Context: an optimization exercise on an open-source flow, tuned for small area and a short achievable clock period. The choices shown serve that exercise and are no tape-out recipe.
At most, simulation tests tie the RTL to the original design; equivalence was not proved.
Power and IR drop assume default switching activity.

== run 1 ==
==> flow/design.v (excerpt) <==
module alu_top (
        input  logic        clk,
        input  logic [11:0] a_in,
        input  logic [11:0] b_in,
        input  logic        carry_in,
        input  logic [2:0]  func_code,
        output logic [11:0] a_out,
        output logic        carry_out,
        output logic        equ_out,
        output logic        overflow_out
    );
clock: 4.0 ns
lec_check: 0
cap_margin: 20
core_margin: 2
core_utilization: 40
setup_slack_margin: 2.0
slew_margin: 20
synth_hierarchical: 1
standard.sh (not shown) runs the stock make flow with config.mk's settings and CLKGATE_MAP_FILE= SYNTH_SCRIPT=/design/flow/synth_recipe.tcl, a recipe that flattens the netlist after the stock synthesis.
==> flow/flow/run.sh <==
#!/bin/bash
# Own layout flow: the standard ORFS flow (standard.sh) with the standard
# synthesis unchanged, and two changes to the layout steps:
#  - before floorplanning, flow/downsize.tcl removes synthesis's buffers and
#    sets each logic cell to its smallest size, for the repair steps to
#    upsize where timing needs it;
#  - the port buffers are plain buffers (BUF_CELL) instead of the delay
#    cells that buffer_ports picks by default.
# Each step's output goes to a log file in the work folder; ORFS's own logs
# stay under orfs/logs.
set -euo pipefail
HERE=$(cd "$(dirname "$0")" && pwd)
BUF_CELL=${BUF_CELL:-sky130_fd_sc_hd__buf_1}
bash standard.sh synth > synth.log 2>&1
bash standard.sh "PRE_FLOORPLAN_TCL=$HERE/downsize.tcl" \
  "BUFFER_PORTS_ARGS=-buffer_cell $BUF_CELL" finish > layout.log 2>&1
==> flow/flow/downsize.tcl <==
# Before floorplanning: remove the buffers that synthesis inserted and set
# every combinational cell to the smallest library cell of the same function.
# The repair steps of the flow then buffer and upsize what the clock period
# needs. Registers keep their cells.
remove_buffers
set n_changed 0
foreach inst [[ord::get_db_block] getInsts] {
  set m [[$inst getMaster] getName]
  if {![regexp {^(sky130_fd_sc_hd__[a-z0-9]+)_([0-9]+)$} $m -> base drv]} { continue }
  if {[regexp {df|dl|sdf|edf|clk|conb|tap|fill|decap} $base]} { continue }
  set best ""
  set best_area 1e9
  foreach lc [get_lib_cells ${base}_*] {
    set name [get_name $lc]
    if {![regexp "^${base}_\[0-9\]+\$" $name]} { continue }
    if {[get_property $lc dont_use]} { continue }
    set a [get_property $lc area]
    if {$a < $best_area} { set best $name; set best_area $a }
  }
  if {$best ne "" && $best ne $m} {
    replace_cell [get_cells [$inst getName]] [get_lib_cells $best]
    incr n_changed
  }
}
puts "downsize: $n_changed cells changed"
The flow did not stop early for run 1: all stages ran, and the layout cleared the timing, design-rule and antenna checks.
Here is what was changed in the inputs of run 2 compared with run 1.
Settings: swapping 2.0 for 2.4 in SETUP_SLACK_MARGIN.
Results
In summary, run 2 completed successfully, with a layout that passed the timing, design-rule and antenna checks. The non-clock buffer instance count of the final layout in run 2 was higher than what run 1 gave. Run 2 — first-pass GRT wire length 840 µm higher, run 1 as reference. Comparing final period utilization for run 2 and run 1, the bigger number came from run 1. The sequential cell count of the final layout of run 2 and that of run 1 are within noise of each other. Taking run 1 as the reference, in run 2 setup slack went up by 0.20 ns, detailed-route via count now sits higher, multi-input combinational area share moved up.
Function was not checked in any run of this note: the RTL went through the layout flow alone.

========
Another version of the RTL of alu_top (not shown whole).
Size in the first run: ~300 cells after synthesis, roughly 44 I/O pins, ~2500 um2 of cells after synthesis.
Design alu_top, start of the top module:
module alu_top (
        input  logic        clk,
        input  logic [11:0] a_in,
        input  logic [11:0] b_in,
        input  logic        carry_in,
        input  logic [2:0]  func_code,
        output logic [11:0] a_out,
        output logic        carry_out,
        output logic        equ_out,
        output logic        overflow_out
    );
    logic [11:0] a_q, b_q;
    logic        carry_q;
    logic [2:0]  func_q;
    wire  [11:0] bx;
    wire         cxn;
    wire  [11:0] res;
    wire         res_carry, res_equ, res_overflow;
    alu_prep core_prep (
        .b_in(b_in), .carry_in(carry_in), .func_code(func_code), .bx(bx), .cxn(cxn)
    );
    always_ff @(posedge clk) begin
        a_q     <= a_in;
        b_q     <= bx;
        carry_q <= cxn;
        func_q  <= func_code;
    end
    alu core_alu (
        .a_in(a_q), .bx(b_q), .cxn(carry_q), .func_code(func_q),
        .a_out(res), .carry_out(res_carry), .equ_out(res_equ), .overflow_out(res_overflow)
    );
    always_ff @(posedge clk) begin
        a_out        <= res;
        carry_out    <= res_carry;
        equ_out      <= res_equ;
        overflow_out <= res_overflow;
    end
endmodule
==> flow/config.mk <==
export PLATFORM = sky130hd
export DESIGN_NAME = alu_top
export DESIGN_NICKNAME = alu_top
export VERILOG_FILES = /design/flow/design.v
export SDC_FILE = /design/flow/constraint.sdc
export NUM_CORES = 4
export LEC_CHECK = 0
export CAP_MARGIN = 20
export CORE_MARGIN = 2
export CORE_UTILIZATION = 40
export SETUP_SLACK_MARGIN = 2.0
export SLEW_MARGIN = 20
export SYNTH_HIERARCHICAL = 1
==> flow/constraint.sdc <==
create_clock -name core_clock -period 4.0 [get_ports {clk}]
set_input_delay 0.8000 -clock core_clock [delete_from_list [all_inputs] [get_ports {clk}]]
set_output_delay 0.8000 -clock core_clock [all_outputs]
set_load 0.01 [all_outputs]
Scripts as last shown in full above: flow/flow/run.sh, flow/flow/downsize.tcl
Change:
==> flow/flow/run.sh (replaced) <==
#!/bin/bash
# Own layout flow: the standard ORFS flow (standard.sh) with the standard
# synthesis unchanged, and these changes to the layout steps:
#  - before floorplanning, flow/downsize.tcl removes synthesis's buffers and
#    sets each logic cell to its smallest size, for the repair steps to
#    upsize where timing needs it;
#  - the port buffers are plain buffers (BUF_CELL) instead of the delay
#    cells that buffer_ports picks by default;
#  - clock tree synthesis adds no dummy loads (CTS_ARGS).
# Each step's output goes to a log file in the work folder; ORFS's own logs
# stay under orfs/logs.
set -euo pipefail
HERE=$(cd "$(dirname "$0")" && pwd)
BUF_CELL=${BUF_CELL:-sky130_fd_sc_hd__buf_1}
CTS="-sink_clustering_enable -repair_clock_nets -dont_use_dummy_load"
bash standard.sh synth > synth.log 2>&1
bash standard.sh "PRE_FLOORPLAN_TCL=$HERE/downsize.tcl" \
  "BUFFER_PORTS_ARGS=-buffer_cell $BUF_CELL" "CTS_ARGS=$CTS" finish > layout.log 2>&1
Settings changed: SETUP_SLACK_MARGIN 2.0 to 2.35.
Non-clock buffer count grows by 14.
Global-route usage shrinks by 0.33 points.
Die area stays the same.
Sequential cell count does not change.
Worst hold slack improved by 0.0095 ns.
Critical path depth is unchanged.
Total power shrinks by a few percent.
Final area grows by roughly a tenth.
Clock skew hardly moves.

========
try-quartz:
Another version of the RTL of alu_top (not shown whole).
Size in the first run: ~44 I/O pins, about 2500 um2 of cells after synthesis.
## alu_top
module alu_top (
        input  logic        clk,
        input  logic [11:0] a_in,
        input  logic [11:0] b_in,
        input  logic        carry_in,
        input  logic [2:0]  func_code,
        output logic [11:0] a_out,
        output logic        carry_out,
        output logic        equ_out,
        output logic        overflow_out
    );
clock: 4.0 ns
lec_check: 0
cap_margin: 20
core_margin: 2
core_utilization: 40
setup_slack_margin: 1.9
slew_margin: 20
synth_hierarchical: 1
==> flow/flow/run.sh <==
#!/bin/bash
# Own layout flow: the standard ORFS flow (standard.sh) with the standard
# synthesis unchanged, and two changes to the layout steps:
#  - before floorplanning, flow/downsize.tcl removes synthesis's buffers and
#    sets each logic cell to its smallest size, for the repair steps to
#    upsize where timing needs it;
#  - the port buffers are plain buffers (BUF_CELL) instead of the delay
#    cells that buffer_ports picks by default.
# Each step's output goes to a log file in the work folder; ORFS's own logs
# stay under orfs/logs.
set -euo pipefail
HERE=$(cd "$(dirname "$0")" && pwd)
BUF_CELL=${BUF_CELL:-sky130_fd_sc_hd__buf_1}
bash standard.sh synth > synth.log 2>&1
bash standard.sh "PRE_FLOORPLAN_TCL=$HERE/downsize.tcl" \
  "BUFFER_PORTS_ARGS=-buffer_cell $BUF_CELL" finish > layout.log 2>&1
Scripts as last shown in full above: flow/flow/downsize.tcl
try-quartz | status: complete | timing, DRC, antenna: pass
Here is what was changed in the inputs of try-cedar compared with try-quartz.
Settings: SETUP_SLACK_MARGIN changed from 1.9 to 2.2.
Notes after the runs:
- NOTE: final area in try-cedar exceeds that of try-quartz
- try-cedar vs try-quartz on sequential cell area: try-cedar is the higher one.
- Comparing try-cedar against try-quartz, there is no change at all in number of nets produced by synthesis.
Input-level comparison between try-juniper and try-cedar:
Settings: SETUP_SLACK_MARGIN changed from 2.2 to 2.1.
Results
Area growth from synthesis to final layout for try-juniper is lower than for try-cedar. Changes observed in try-juniper relative to try-cedar: HPWL after detailed placement increased by about 4% relative to the old numbers, maximum achievable frequency decreased by about 4% relative to the old numbers, multi-input logic portion of the cell area decreased by 2.6 points relative to the old numbers. Of try-cedar and try-juniper, the run reporting the lower number of DRC violations after detailed-routing iteration 0 was try-juniper. Setup slack was lower in try-juniper than in try-cedar.
Relative to try-juniper, the following input files were edited for try-xenon:
Settings: SETUP_SLACK_MARGIN now 2.3, was 2.1.
==> run summary <==
Going from try-juniper to try-xenon, met3 track demand over resource shrinks by 0.49 points. try-xenon: PASS, flow complete, no timing, DRC or antenna violations. Sort try-xenon and try-juniper by clock network power desc -> top: try-juniper. Core utilization for try-xenon: 6.6 points up relative to try-juniper.
## Diff of input files: try-pepper against try-xenon
Settings: changing SETUP_SLACK_MARGIN from 2.3 to 2.0.
==> flow/flow/run.sh <==
#!/bin/bash
# Own layout flow: the standard ORFS flow (standard.sh) with the standard
# synthesis unchanged, and these changes to the layout steps:
#  - before floorplanning, flow/downsize.tcl removes synthesis's buffers and
#    sets each logic cell to its smallest size, for the repair steps to
#    upsize where timing needs it;
#  - the port buffers are plain buffers (BUF_CELL) instead of the delay
#    cells that buffer_ports picks by default;
#  - clock tree synthesis adds no dummy loads (CTS_ARGS).
# Each step's output goes to a log file in the work folder; ORFS's own logs
# stay under orfs/logs.
set -euo pipefail
HERE=$(cd "$(dirname "$0")" && pwd)
BUF_CELL=${BUF_CELL:-sky130_fd_sc_hd__buf_1}
CTS="-sink_clustering_enable -repair_clock_nets -dont_use_dummy_load"
bash standard.sh synth > synth.log 2>&1
bash standard.sh "PRE_FLOORPLAN_TCL=$HERE/downsize.tcl" \
  "BUFFER_PORTS_ARGS=-buffer_cell $BUF_CELL" "CTS_ARGS=$CTS" finish > layout.log 2>&1
==> comparison <==
Diff try-xenon and try-pepper: share of the core filled with cells in the final layout lower in try-pepper
From try-xenon to try-pepper the numbers moved as follows: via count saw a decrease; synthesized area saw little to no change.
Looking at the reports, try-pepper completed the entire flow and the layout it produced met the timing, design-rule and antenna checks.
A most common cell after layout, fill and taps aside of buf_1 is what try-xenon shows, while dfxtp_1 belongs to try-pepper.

==> re-timing with driven ports <==
In the flow no input, the clock included, has a driving cell. The finished layouts below were timed again as built, in two steps.
Step 1 (the two cells are an assumption about what drives the block):
set clk [get_ports {clk}]
set_driving_cell -lib_cell sky130_fd_sc_hd__clkbuf_16 $clk
set_driving_cell -lib_cell sky130_fd_sc_hd__buf_2 [delete_from_list [all_inputs] $clk]
Step 2 moves the port delays by t, midway between the first and last clock arrival at a register: inputs arrive t later, outputs are due t later. That takes back most of the time a late clock gives input paths.
Slacks: no drivers / after step 1 / after step 2; pairs: no drivers / after step 1.
| run | t (ns) | slack for setup (ns) | hold slack, ns | worst data-port slew with drivers (ns) | cell pins on the clock port's net |
|---|---|---|---|---|---|
| run 1 | 0.316 | 2.031 / 2.037 / 1.721 | 0.332 / 0.332 / 0.332 | 0.03 | 1 |
| run 2 | 0.327 | 2.233 / 2.233 / 1.983 | 0.346 / 0.346 / 0.346 | 0.06 | 1 |
| the first run of note 2 | 0.327 | 2.127 / 2.127 / 2.127 | 0.582 / 0.576 / 0.623 | 0.03 | 1 |
| the second run of note 2 | 0.316 | 2.382 / 2.382 / 2.361 | 0.592 / 0.586 / 0.625 | 0.03 | 1 |
| try-quartz | 0.315 | 2.018 / 2.022 / 1.707 | 0.349 / 0.349 / 0.349 | 0.03 | 1 |
| try-cedar | 0.316 | 2.236 / 2.228 / 1.912 | 0.331 / 0.331 / 0.331 | 0.05 | 1 |
| try-juniper | 0.313 | 2.160 / 2.165 / 1.852 | 0.331 / 0.331 / 0.331 | 0.03 | 1 |
| try-xenon | 0.325 | 2.277 / 2.253 / 1.928 | 0.341 / 0.341 / 0.341 | 0.06 | 1 |
| try-pepper | 0.309 | 2.108 / 2.111 / 1.802 | 0.349 / 0.349 / 0.349 | 0.03 | 1 |
After both steps setup and hold are still met in every run listed. The setup slack of try-xenon, which loses most, moves by -0.024 ns with the drivers and by -0.349 ns with both steps.
